This is an optimization exercise on Yosys and OpenROAD, whose aim is a short achievable clock period and few clock cycles, not a production implementation. Where RTL was checked, it was by simulation tests only, not by an equivalence proof against the original. No driver is modelled on the clock port, so clock power and skew are understated where the tree is cut down; a real chip needs a root buffer or a tree. No activity file was given, so power comes from the tool's default toggle rates.

Setup of old:
## procesamiento
module procesamiento#(
		parameter n = 120,
		parameter m = 160,
		parameter AW = 15,
		parameter DW = 12
		)
		(
		clk,
		rst,
		init_procesamiento,
		proc_addr_in,
		proc_data_in,
		color,
		figure,
		done
   );
clock: 5.0 ns
lec_check: 0
abc_clock_period_in_ps: 1500
cap_margin: 20
core_margin: 2
core_utilization: 60
place_density: 0.7
setup_slack_margin: 3.5
slew_margin: 20
tns_end_percent: 100
standard.sh (not shown) runs the stock make flow with config.mk's settings and CLKGATE_MAP_FILE= SYNTH_SCRIPT=/design/flow/synth_recipe.tcl, a recipe that flattens the netlist after the stock synthesis.
==> flow/flow/run.sh <==
#!/bin/bash
# Standard ORFS layout, except that the clock tree is built by flow/cts_hook.tcl
# (a two-level tree of clock inverters: clock port -> 4 inverters -> leaf inverters ->
# flip-flops) in place of TritonCTS. Everything else is the standard.sh.
set -euo pipefail
export PRE_CTS_TCL="$PWD/flow/cts_hook.tcl"
bash standard.sh > "$PWD/standard_flow.log" 2>&1
Other scripts of this flow, unchanged in this note and not shown: flow/flow/cts_hook.tcl
Inputs modified between old and new:
diff --git a/flow/design.v b/flow/design.v
--- a/flow/design.v
+++ b/flow/design.v
@@ -28,73 +28,87 @@
 always @(posedge clk) rst_q <= rst;
 reg init_q;                      
 reg busy, rdv;
 reg s0, s1, sA, s159, s160;      
 reg s0go;                        
 reg first, fin;
 reg [7:0] pc;
-reg [5:0] rn;                    
+reg [5:0] r;                     
+reg lastrow, row38;              
 reg [14:0] addr_p1;              
 reg lo_ones;                     
 reg [14:0] an;                   
-reg [14:0] bm, b0;               
+reg [14:0] q_bm, q_c159, q_an;   
 reg [14:0] c159;                 
 reg Snz;                         
 reg fin7, fin8;                  
 wire start = ~busy & init_q;
-wire lastrow = rn == 6'd0;       
 wire rowend = (s159 & ~Snz) | s160;
-wire sel_bm = s0go | (s0 & start);
-wire sel_p1 = s1 | (sA & ~s159);
+wire sel_p1 = s0go | (s0 & start) | s1 | (sA & ~s159);
 wire sel_c159 = s159 & Snz;
 wire [14:0] inc = {lo_ones ? addr_p1[14:5] + 10'd1 : addr_p1[14:5], addr_p1[4:0] + 5'd1};
-wire [14:0] base = {rn, 9'd0} - {4'd0, rn, 5'd0};     
 always @(posedge clk) init_q <= ~rst & init_procesamiento;
 always @(posedge clk) begin
-	if (sel_bm) proc_addr_in <= bm;
+	if (rst_q) proc_addr_in <= IDLE_ADDR;
 	else if (sel_p1) proc_addr_in <= addr_p1;
 	else if (sel_c159) proc_addr_in <= c159;
 	else proc_addr_in <= an;
-	addr_p1 <= s0 ? b0 : inc;
-	lo_ones <= s0 ? &b0[4:0] : addr_p1[4:0] == 5'd30;
-	an <= base + 15'd158;
-	bm <= base - 15'd1;
-	b0 <= base;
-	c159 <= lastrow ? 15'd18879 : base - 15'd321;
+	q_bm <= an - 15'd159;
+	q_c159 <= an + 15'd1;
+	q_an <= an + 15'd480;
+	if (rowend) begin
+		addr_p1 <= q_bm; lo_ones <= &q_bm[4:0];
+	end else if (~busy & ~init_q) begin
+		addr_p1 <= 15'h7fff; lo_ones <= 1'b1;
+	end else begin
+		addr_p1 <= inc; lo_ones <= addr_p1[4:0] == 5'd30;
+	end
+	if (rowend) begin
+		an <= row38 ? IDLE_ADDR : q_an;
+		c159 <= q_c159;
+	end else if (start) begin
+		an <= 15'd638;               
+	end else if (~busy) begin
+		an <= IDLE_ADDR;
+		c159 <= 15'd159;             
+	end
 end
 always @(posedge clk) begin
 	if (rst_q) begin
 		busy <= 0; rdv <= 0;
 		s0 <= 1; s1 <= 0; sA <= 0; s159 <= 0; s160 <= 0; s0go <= 0;
 		first <= 1; fin <= 0;
-		pc <= 0; rn <= 0;
+		pc <= 0; r <= 0; lastrow <= 0; row38 <= 0;
 	end else begin
 		if (fin8) busy <= 0;
 		if (start) begin busy <= 1; rdv <= 1; end
 		if (s0 & (rdv | start)) begin
 			if (fin) begin
 				rdv <= 0; first <= 1; fin <= 0;
+				r <= 0; lastrow <= 0; row38 <= 0;
 			end else begin
 				s0 <= 0; s1 <= 1;
 			end
 		end
-		if (sel_bm) rn <= (rn == 6'd39) ? 6'd0 : rn + 6'd1;
 		if (s1) begin
 			s1 <= 0; sA <= 1;
 		end
 		pc <= s1 ? 8'd3 : pc + 8'd1;
 		if (sA & ~s159) s159 <= (pc == 8'd159);
 		if (sel_c159) begin
 			sA <= 0; s159 <= 0; s160 <= 1;
 		end
 		s0go <= rowend & ~lastrow;
 		if (rowend) begin
 			sA <= 0; s159 <= 0; s160 <= 0; s0 <= 1;
 			first <= 0;
 			fin <= lastrow;
+			r <= r + 6'd1;
+			row38 <= r == 6'd37;
+			lastrow <= row38;
 		end
 	end
 end
 reg [11:0] d1;
 reg f1_p0, f1_first, f1_fin, f1_pa, f1_p159, f1_p160;
 always @(posedge clk) begin
 	d1 <= proc_data_in;
--- outcome ---
new was carried through to the last stage, and its layout satisfied the timing, DRC and antenna checks. [compare] base=old new=new: reported clock group power up about 7%; x dimension of the die went up 4.7%; area used by multi-input combinational logic fell by 120 µm²; peak clock frequency supported by timing went up by 150 MHz; final critical-path share of the clock period moved down. Against old, new comes in 1.8 points lower on adder and majority cell fraction of the synthesized area. Against old, sum of met2 wire segment lengths after detailed routing in new rose by a few percent. Going from old to new, y dimension of the die grows by 6.9 µm. Between old and new, the time the worst path needs with I/O delays and setup is higher for old. The slowest cell on the critical path comes out or3b_4 in one run and dfxtp_2 in the other, namely in old and new respectively.
Testbench counts of new, summed over its fixed seeds: cycles 615,628.
The RTL of old was laid out without a check of its function. In every run of this note, the design's own scripts or RTL, not TritonCTS, make the clock network.

========
== v6 ==
Another version of the RTL of procesamiento (not shown whole).
For scale: ~310 flip-flops, roughly 35 I/O pins, about 13000 um^2 of cells after synthesis.
export LEC_CHECK = 0
export ABC_CLOCK_PERIOD_IN_PS = 1500
export CAP_MARGIN = 20
export CORE_MARGIN = 2
export CORE_UTILIZATION = 60
export PLACE_DENSITY = 0.7
export SETUP_SLACK_MARGIN = 3.5
export SLEW_MARGIN = 20
export TNS_END_PERCENT = 100
create_clock -name core_clock -period 5.0 [get_ports {clk}]
Scripts as last shown in full above: flow/flow/run.sh
Other scripts of this flow, unchanged in this note and not shown: flow/flow/cts_hook.tcl
Testbench counts of v6, summed over its fixed seeds: cycles 615,532.
Input-level comparison between v7 and v6:
--- a/flow/design.v
+++ b/flow/design.v
@@ -103,35 +103,47 @@
 			first <= 0;
 			fin <= lastrow;
 			r <= r + 6'd1;
 			row38 <= r == 6'd37;
 			lastrow <= row38;
 		end
 	end
 end
-wire p0 = (rdv | start) & s0;
-wire [11:0] d1 = proc_data_in;
+reg [11:0] d1;
+reg f1_p0, f1_first, f1_fin, f1_pa, f1_p159, f1_p160;
+always @(posedge clk) begin
+	d1 <= proc_data_in;
+	f1_first <= first;
+	f1_fin <= fin;
+	if (rst_q) begin
+		f1_p0 <= 0; f1_pa <= 0; f1_p159 <= 0; f1_p160 <= 0;
+	end else begin
+		f1_p0 <= (rdv | start) & s0;
+		f1_pa <= sA;
+		f1_p159 <= s159;
+		f1_p160 <= s160;
+	end
+end
 reg [11:0] t2, Sreg;
 reg nz2, nz157, en2, re2, fin2, clr2;
 wire nz1 = |d1;
-wire en1 = (sA & nz2) | s160 | (p0 & ~first & (Snz ? nz157 : nz2));
+wire en1 = (f1_pa & nz2) | f1_p160 | (f1_p0 & ~f1_first & nz157);
 always @(posedge clk) begin
 	nz2 <= nz1;
-	t2 <= en1 ? (p0 ? Sreg : d1) : 12'd0;
-	if (p0) Sreg <= d1;
-	Snz <= |Sreg;
-	if (s160) nz157 <= nz2;
+	t2 <= en1 ? (f1_p0 ? Sreg : d1) : 12'd0;
+	if (f1_p0) begin Sreg <= d1; Snz <= nz1; end
+	if (f1_p159) nz157 <= nz1;
 	if (rst_q) begin
 		en2 <= 0; re2 <= 0; fin2 <= 0; clr2 <= 0;
 	end else begin
 		en2 <= en1;
-		re2 <= p0 & ~first;
-		fin2 <= p0 & fin;
-		clr2 <= p0 & first;
+		re2 <= f1_p0 & ~f1_first;
+		fin2 <= f1_p0 & f1_fin;
+		clr2 <= f1_p0 & f1_first;
 	end
 end
 reg [3:0] R0, R1, R2, G0, G1, G2, B0, B1, B2;
 reg [4:0] R3, G3, B3;
 reg Rk0, Rk1, Rk2, Gk0, Gk1, Gk2, Bk0, Bk1, Bk2;
 reg [7:0] w, wq, wprev;
 reg wvld, wgt;
 reg [5:0] fv, am;
Results
Compared with v6, v7 shows post-route minimum period higher by 0.0051 ns. Taking v7 as 1.0, v6 lands at 0.856 on switching power summed over all nets. Looking at beginning of the critical path, the color[0]$_SDFFE_PP0P_ result is from v7; the proc_addr_in[6]$_SDFF_PP0_ one comes from v6. As far as post-CTS clock slew at the launch and capture registers of the worst setup and hold paths is concerned, v6 and v7 perform about the same. Going from v6 to v7, synthesized area went up, sequential fraction of total cell area went up, total power after layout went up. Re routability congestion estimate from global placement: v7 and v6 aren't equal, and the higher value belongs to v7.
Testbench counts of v7, summed over its fixed seeds: cycles 615,628.
In every run of this note, the design's own scripts or RTL, not TritonCTS, make the clock network.

========
procesamiento, a different RTL version from the one above (not shown whole).
Size: ~1,400 cells after synthesis, ~330 flip-flops, ~35 I/O pins.
clock: 5.0 ns
lec_check: 0
abc_clock_period_in_ps: 1500
cap_margin: 20
core_margin: 2
core_utilization: 60
place_density: 0.7
setup_slack_margin: 3.5
slew_margin: 20
tns_end_percent: 100
Scripts as last shown in full above: flow/flow/run.sh
Other scripts of this flow, unchanged in this note and not shown: flow/flow/cts_hook.tcl
Then changed:
--- a/flow/design.v
+++ b/flow/design.v
@@ -24,77 +24,77 @@
 output reg [1:0] figure;
 output reg done;
 localparam [14:0] IDLE_ADDR = 15'd158;    
 reg rst_q;
 always @(posedge clk) rst_q <= rst;
 reg init_q;                      
 reg busy, rdv;
 reg s0, s1, sA, s159, s160;      
 reg s0go;                        
 reg first, fin;
 reg [7:0] pc;
-reg [39:0] rn;                   
+reg [5:0] rn;                    
 reg [14:0] addr_p1;              
 reg lo_ones;                     
 reg [14:0] an;                   
 reg [14:0] bm, b0;               
 reg [14:0] c159;                 
 reg Snz;                         
 reg fin7, fin8;                  
 wire start = ~busy & init_q;
-wire lastrow = rn[0];            
+wire lastrow = rn == 6'd0;       
 wire rowend = (s159 & ~Snz) | s160;
 wire sel_bm = s0go | (s0 & start);
 wire sel_p1 = s1 | (sA & ~s159);
 wire sel_c159 = s159 & Snz;
 wire [14:0] inc = {lo_ones ? addr_p1[14:5] + 10'd1 : addr_p1[14:5], addr_p1[4:0] + 5'd1};
 function [14:0] row_tab;
-	input [39:0] k;
+	input [5:0] k;
 	input integer off;           
 	integer i;
 	begin
 		row_tab = 15'd0;
 		for (i = 0; i < 40; i = i + 1)
-			row_tab = row_tab | ({15{k[i]}} & ((480 * i + off + 32768) % 32768));
+			row_tab = row_tab | ({15{k == i}} & ((480 * i + off + 32768) % 32768));
 	end
 endfunction
 always @(posedge clk) init_q <= ~rst & init_procesamiento;
 always @(posedge clk) begin
 	if (sel_bm) proc_addr_in <= bm;
 	else if (sel_p1) proc_addr_in <= addr_p1;
 	else if (sel_c159) proc_addr_in <= c159;
 	else proc_addr_in <= an;
 	addr_p1 <= s0 ? b0 : inc;
 	lo_ones <= s0 ? &b0[4:0] : addr_p1[4:0] == 5'd30;
 	an <= row_tab(rn, 158);
 	bm <= row_tab(rn, -1);
 	b0 <= row_tab(rn, 0);
 	c159 <= lastrow ? 15'd18879 : row_tab(rn, -321);
 end
 always @(posedge clk) begin
 	if (rst_q) begin
 		busy <= 0; rdv <= 0;
 		s0 <= 1; s1 <= 0; sA <= 0; s159 <= 0; s160 <= 0; s0go <= 0;
 		first <= 1; fin <= 0;
-		pc <= 0; rn <= 40'd1;
+		pc <= 0; rn <= 0;
 	end else begin
 		if (fin8) busy <= 0;
 		if (start) begin busy <= 1; rdv <= 1; end
 		if (s0 & (rdv | start)) begin
 			if (fin) begin
 				rdv <= 0; first <= 1; fin <= 0;
 			end else begin
 				s0 <= 0; s1 <= 1;
 			end
 		end
-		if (sel_bm) rn <= {rn[38:0], rn[39]};
+		if (sel_bm) rn <= (rn == 6'd39) ? 6'd0 : rn + 6'd1;
 		if (s1) begin
 			s1 <= 0; sA <= 1;
 		end
 		pc <= s1 ? 8'd3 : pc + 8'd1;
 		if (sA & ~s159) s159 <= (pc == 8'd159);
 		if (sel_c159) begin
 			sA <= 0; s159 <= 0; s160 <= 1;
 		end
 		s0go <= rowend & ~lastrow;
 		if (rowend) begin
 			sA <= 0; s159 <= 0; s160 <= 0; s0 <= 1;
Via count went up by 1.9%.
Total power decreases by 3.7%.
First-iteration DRC count rises by 24%.
Cell area stays flat.
Die area came out lower by 2.1%.
Register-to-register slack gets better by 30 ps.
Utilization rises by 2.1 points.
Sequential share of layout area falls by 4.5 points.
Critical path depth increases by 4.
Worst setup slack is better by 31 ps.
Global-route usage rises by 1.9 points.
Wire length rose by 4.6%.
Clock skew stays flat.
Final cell count decreases by 1.3%.
No functional check of the RTL was part of any run of this note. No run of this note takes its clock network from TritonCTS; it comes from the design's own scripts or RTL.

## static timing again, ports no longer ideal
Ports are ideal in the flow. The routed layouts listed here were re-timed in OpenROAD. Step 1: set_driving_cell puts a clkbuf_16 on clk and a buf_2 on each other input, an assumption about the parent block. Step 2 also shifts input and output timing later by t, the mid clock arrival at the registers, as if the neighbouring blocks saw the same clock. Slacks: ideal / step 1 / step 2; pairs: ideal / step 1.
run	t, ns	setup slack, ns	hold slack, ns	pins driven straight from the clock port
old	0.377	2.886 / 2.885 / 2.885	0.352 / 0.353 / 0.353	4
new	0.384	3.388 / 3.165 / 3.327	0.353 / 0.353 / 0.353	4
v6	0.381	3.398 / 3.174 / 3.323	0.360 / 0.360 / 0.360	4
v7	0.384	3.393 / 3.168 / 3.326	0.349 / 0.349 / 0.349	4
the first run of note 3	0.384	3.124 / 3.124 / 3.124	0.358 / 0.358 / 0.358	4
the second run of note 3	0.379	3.155 / 3.155 / 3.155	0.363 / 0.364 / 0.364	4
After both steps setup and hold are still met in every run listed. For v6, which loses most, drivers alone change the setup slack by -0.224 ns; drivers and shift together by -0.075 ns.
